From an optimization exercise on the open Yosys and OpenROAD flow, aimed at small area and a short achievable clock period; shortcuts taken in it are not production practice.
Power is estimated from default activity; no workload was simulated.

Setup of P:
Design top_fp_mul_N32_M23_E8, start of the top module:
module top_fp_mul_N32_M23_E8(input  wire clk,
                             input  wire [31:0] a1,
                             input  wire [31:0] b1,
                             output wire [31:0] y);
  genvar k;
  reg  [22:0] ra_n;           
  reg  [11:0] one_n, two_n;   
  wire [22:0] ra = ~ra_n;
  reg  [10:0] negr;
  wire [11:0] neg = {1'b1, negr};    
  wire [11:0] nneg = ~neg;
  wire [24:0] bx = {1'b1, b1[22:0], 1'b0};
  wire [11:0] one_d, two_d, neg_d;
  generate for (k = 0; k < 12; k = k + 1) begin : g_enc
    assign one_d[k] = bx[2*k+1] ^ bx[2*k];
    assign two_d[k] = (bx[2*k+2] & ~bx[2*k+1] & ~bx[2*k]) | (~bx[2*k+2] & bx[2*k+1] & bx[2*k]);
    assign neg_d[k] = bx[2*k+2];
  end endgenerate
  reg  [7:0]  re;
  reg         rs, rS;
  wire [22:0] za, zb;    
  assign za[0] = 1'b1;
  assign zb[0] = 1'b1;
  generate for (k = 1; k < 23; k = k + 1) begin : g_tz
    assign za[k] = ~|a1[k-1:0];
    assign zb[k] = ~|b1[k-1:0];
  end endgenerate
  wire [22:0] zab;
  generate for (k = 0; k < 23; k = k + 1) begin : g_zab
    assign zab[k] = za[k] & zb[22-k];
  end endgenerate
  wire sticky = ~|zab;
  always @(posedge clk) begin
    ra_n <= ~a1[22:0];
    one_n <= ~one_d;
    two_n <= ~two_d;
    negr <= neg_d[10:0];
    re <= a1[30:23] + b1[30:23] + 8'd129;
    rs <= a1[31] ^ b1[31];
    rS <= sticky;
  end
  wire [24:0] pp0;
  wire [24:0] pp1;
  wire [24:0] pp2;
  wire [24:0] pp3;
  wire [24:0] pp4;
  wire [24:0] pp5;
  wire [24:0] pp6;
  wire [24:0] pp7;
  wire [24:0] pp8;
  wire [24:0] pp9;
  wire [24:0] pp10;
  wire [24:0] pp11;
  wire n1;
  wire n2;
  wire n3;
  wire n4;
  wire n5;
  wire n6;
  wire n7;
  wire n8;
  wire n9;
  wire n10;
  wire n11;
  wire s12;
  wire c13;
  wire s14;
  wire c15;
  wire s16;
  wire c17;
  wire s18;
  wire c19;
  wire s20;
  wire c21;
  wire s22;
  wire c23;
  wire s24;
  wire c25;
  ...
Size in the first run: about 1800 cells after synthesis, roughly 97 I/O pins, ~0.016 mm² of cells after synthesis.
==> flow/config.mk <==
export PLATFORM = sky130hd
export DESIGN_NAME = top_fp_mul_N32_M23_E8
export DESIGN_NICKNAME = top_fp_mul_N32_M23_E8
export VERILOG_FILES = /design/flow/design.v
export SDC_FILE = /design/flow/constraint.sdc
export NUM_CORES = 4
export LEC_CHECK = 0
export ABC_AREA = 1
export CAP_MARGIN = 20
export CORE_MARGIN = 2
export CORE_UTILIZATION = 40
export CTS_CLUSTER_SIZE = 30
export PLACE_DENSITY = 0.75
export SETUP_SLACK_MARGIN = 3.75
export SLEW_MARGIN = 70
export SYNTH_HIERARCHICAL = 1
==> flow/constraint.sdc <==
create_clock -name core_clock -period 8.5 [get_ports {clk}]
set_input_delay 1.7000 -clock core_clock [delete_from_list [all_inputs] [get_ports {clk}]]
set_output_delay 1.7000 -clock core_clock [all_outputs]
set_load 0.01 [all_outputs]
standard.sh (not shown) runs the stock make flow with config.mk's settings and CLKGATE_MAP_FILE= SYNTH_SCRIPT=/design/flow/synth_recipe.tcl, a recipe that flattens the netlist after the stock synthesis.
==> flow/flow/run.sh <==
#!/bin/bash
bash standard.sh MATCH_CELL_FOOTPRINT=0 "BUFFER_PORTS_ARGS=-buffer_cell sky130_fd_sc_hd__buf_2" finish > standard.log 2>&1
Inputs modified between P and Q:
--- a/flow/design.v
+++ b/flow/design.v
@@ -1271,56 +1271,56 @@
   wire cg17 = (lx[18] & ly[18]) | ((lx[18] | ly[18]) & cg15);
   wire cp17 = (lx[18] | ly[18]) & cp15;
   wire cg18 = (lx[21] & ly[21]) | ((lx[21] | ly[21]) & (lx[20] & ly[20]));
   wire cp18 = (lx[21] | ly[21]) & (lx[20] | ly[20]);
   wire cg19 = (lx[19] & ly[19]) | ((lx[19] | ly[19]) & cg17);
   wire cp19 = (lx[19] | ly[19]) & cp17;
   wire cg20 = cg18 | (cp18 & cg19);
   wire cp20 = cp18 & cp19;
   wire cg21 = cg20 | (cp20 & cg16);
   wire cp21 = cp20 & cp16;
   wire [22:22] lsum;
   assign lsum[22] = cg21;
-  wire [0:0] mx = {c231 ^ s250};    
-  wire [0:0] my = {c231 & s250};    
-  wire [24:0] hx = {(c579 ^ n11), (c577 ^ s578), (c573 ^ s576), (c569 ^ s572), (c563 ^ s568), (c557 ^ s562), (c549 ^ s556), (c541 ^ s548), (c531 ^ s540), (c521 ^ s530), (c509 ^ s520), (c497 ^ s508), (c483 ^ s496), (c469 ^ s482), (c453 ^ s468), (c437 ^ s452), (c419 ^ s436), (c401 ^ s418), (c381 ^ s400), (c361 ^ s380), (c339 ^ s360), (c317 ^ s338), (c295 ^ s316), c273, s272};
-  wire [23:0] hy = {(c579 & n11), (c577 & s578), (c573 & s576), (c569 & s572), (c563 & s568), (c557 & s562), (c549 & s556), (c541 & s548), (c531 & s540), (c521 & s530), (c509 & s520), (c497 & s508), (c483 & s496), (c469 & s482), (c453 & s468), (c437 & s452), (c419 & s436), (c401 & s418), (c381 & s400), (c361 & s380), (c339 & s360), (c317 & s338), (c295 & s316), s294};
+  wire q_h22 = c231 ^ s250;
+  wire q_k22 = c231 & s250;
+  wire q_p22s = q_h22 ^ lsum[22];
+  wire q_c23s = q_k22 | (q_h22 & lsum[22]);
+  wire [24:0] hx = {(c579 ^ n11), (c577 ^ s578), (c573 ^ s576), (c569 ^ s572), (c563 ^ s568), (c557 ^ s562), (c549 ^ s556), (c541 ^ s548), (c531 ^ s540), (c521 ^ s530), (c509 ^ s520), (c497 ^ s508), (c483 ^ s496), (c469 ^ s482), (c453 ^ s468), (c437 ^ s452), (c419 ^ s436), (c401 ^ s418), (c381 ^ s400), (c361 ^ s380), (c339 ^ s360), (c317 ^ s338), c295, c273, s272};
+  wire [23:0] hy = {(c579 & n11), (c577 & s578), (c573 & s576), (c569 & s572), (c563 & s568), (c557 & s562), (c549 & s556), (c541 & s548), (c531 & s540), (c521 & s530), (c509 & s520), (c497 & s508), (c483 & s496), (c469 & s482), (c453 & s468), (c437 & s452), (c419 & s436), (c401 & s418), (c381 & s400), (c361 & s380), (c339 & s360), (c317 & s338), s316, s294};
   reg  [24:0] rx;           
   reg  [23:0] ry;
-  reg  [0:0] rmx, rmy;     
-  reg         rcj, rS2, rs2;
+  reg         rp22, rc23, rS2, rs2;
   reg  [7:0]  re2;
   always @(posedge clk) begin
     rx   <= hx;
     ry   <= hy;
-    rmx  <= mx;
-    rmy  <= my;
-    rcj  <= lsum[22];
+    rp22 <= q_p22s;
+    rc23 <= q_c23s;
     rS2  <= rS;
     rs2  <= rs;
     re2  <= re;
   end
-  wire q_p22 = rmx[0] ^ rcj;
-  wire q_c23 = rmy[0] | (rmx[0] & rcj);
+  wire q_p22 = rp22;
+  wire q_c23 = rc23;
   wire r1 = q_p22 | rS2;
   wire r0 = q_p22 & rS2;
   wire q_p0 = rx[0] ^ q_c23;
   wire q_g0 = rx[0] & q_c23;
   wire ci_n  = q_g0;                  
   wire ci_r0 = q_g0 | (q_p0 & r0);
   wire ci_r1 = q_g0 | (q_p0 & r1);
   wire [24:1] p, g;
   genvar b;
   generate for (b = 1; b <= 24; b = b + 1) begin : g_pg
-    if (b > 1) begin : g_reg
+    if (b > 2) begin : g_reg
       assign p[b] = rx[b];
       assign g[b] = ry[b-1];
     end else begin : g_add
       assign p[b] = rx[b] ^ ry[b-1];
       assign g[b] = rx[b] & ry[b-1];
     end
   end endgenerate
   wire [23:0] gl [0:5];
   wire [23:0] pl [0:5];
   assign gl[0] = g[24:1];
   assign pl[0] = p[24:1];
   genvar l, i;
Findings:
- From P to Q the numbers moved as follows: portion of netlist area occupied by mux cells has remained practically unchanged; met3 demand-to-capacity share in global routing has decreased; share of total power in the clock network has increased.
- Compared with P, in Q number of logic inverters in the finished layout rose 14; global-route usage rose 0.29 points; routed wire length on met3 fell 740 µm.
- Relative to P, clock distribution power increased by about 3% in Q.
- Compared with P, in Q number of non-clock buffers moved down; total via count in the routed design moved down.
- Capture point of the worst path: rp22$_DFF_P_ -> Q, y[2] -> P
- Number of core rows, P and Q, higher one = P.
No run of this note included a check of the RTL's function; only the layout flow was run.

## re-timing with driven ports
No port has a modelled driver above. Below, the same layouts with a new extraction and two added sets of constraints. Step 1 (the two cells are an assumption about what drives the block):
set clk [get_ports {clk}]
set_driving_cell -lib_cell sky130_fd_sc_hd__clkbuf_16 $clk
set_driving_cell -lib_cell sky130_fd_sc_hd__buf_2 [delete_from_list [all_inputs] $clk]
Step 2, shift: input delay + t, output delay - t, t = (earliest + latest rising clock arrival at the registers) / 2. This alone moves slack from input paths to output paths. Slacks: ideal ports / drivers / drivers and shift; pairs: ideal ports / drivers.
| run | shift t [ns] | slack for setup (ns) | worst setup path at the end |
|---|---|---|---|
| P | 0.475 | 3.958 / 3.914 / 4.233 | register to register |
| Q | 0.477 | 3.853 / 3.853 / 3.853 | register to register |
After both steps setup and hold are still met in every run listed.
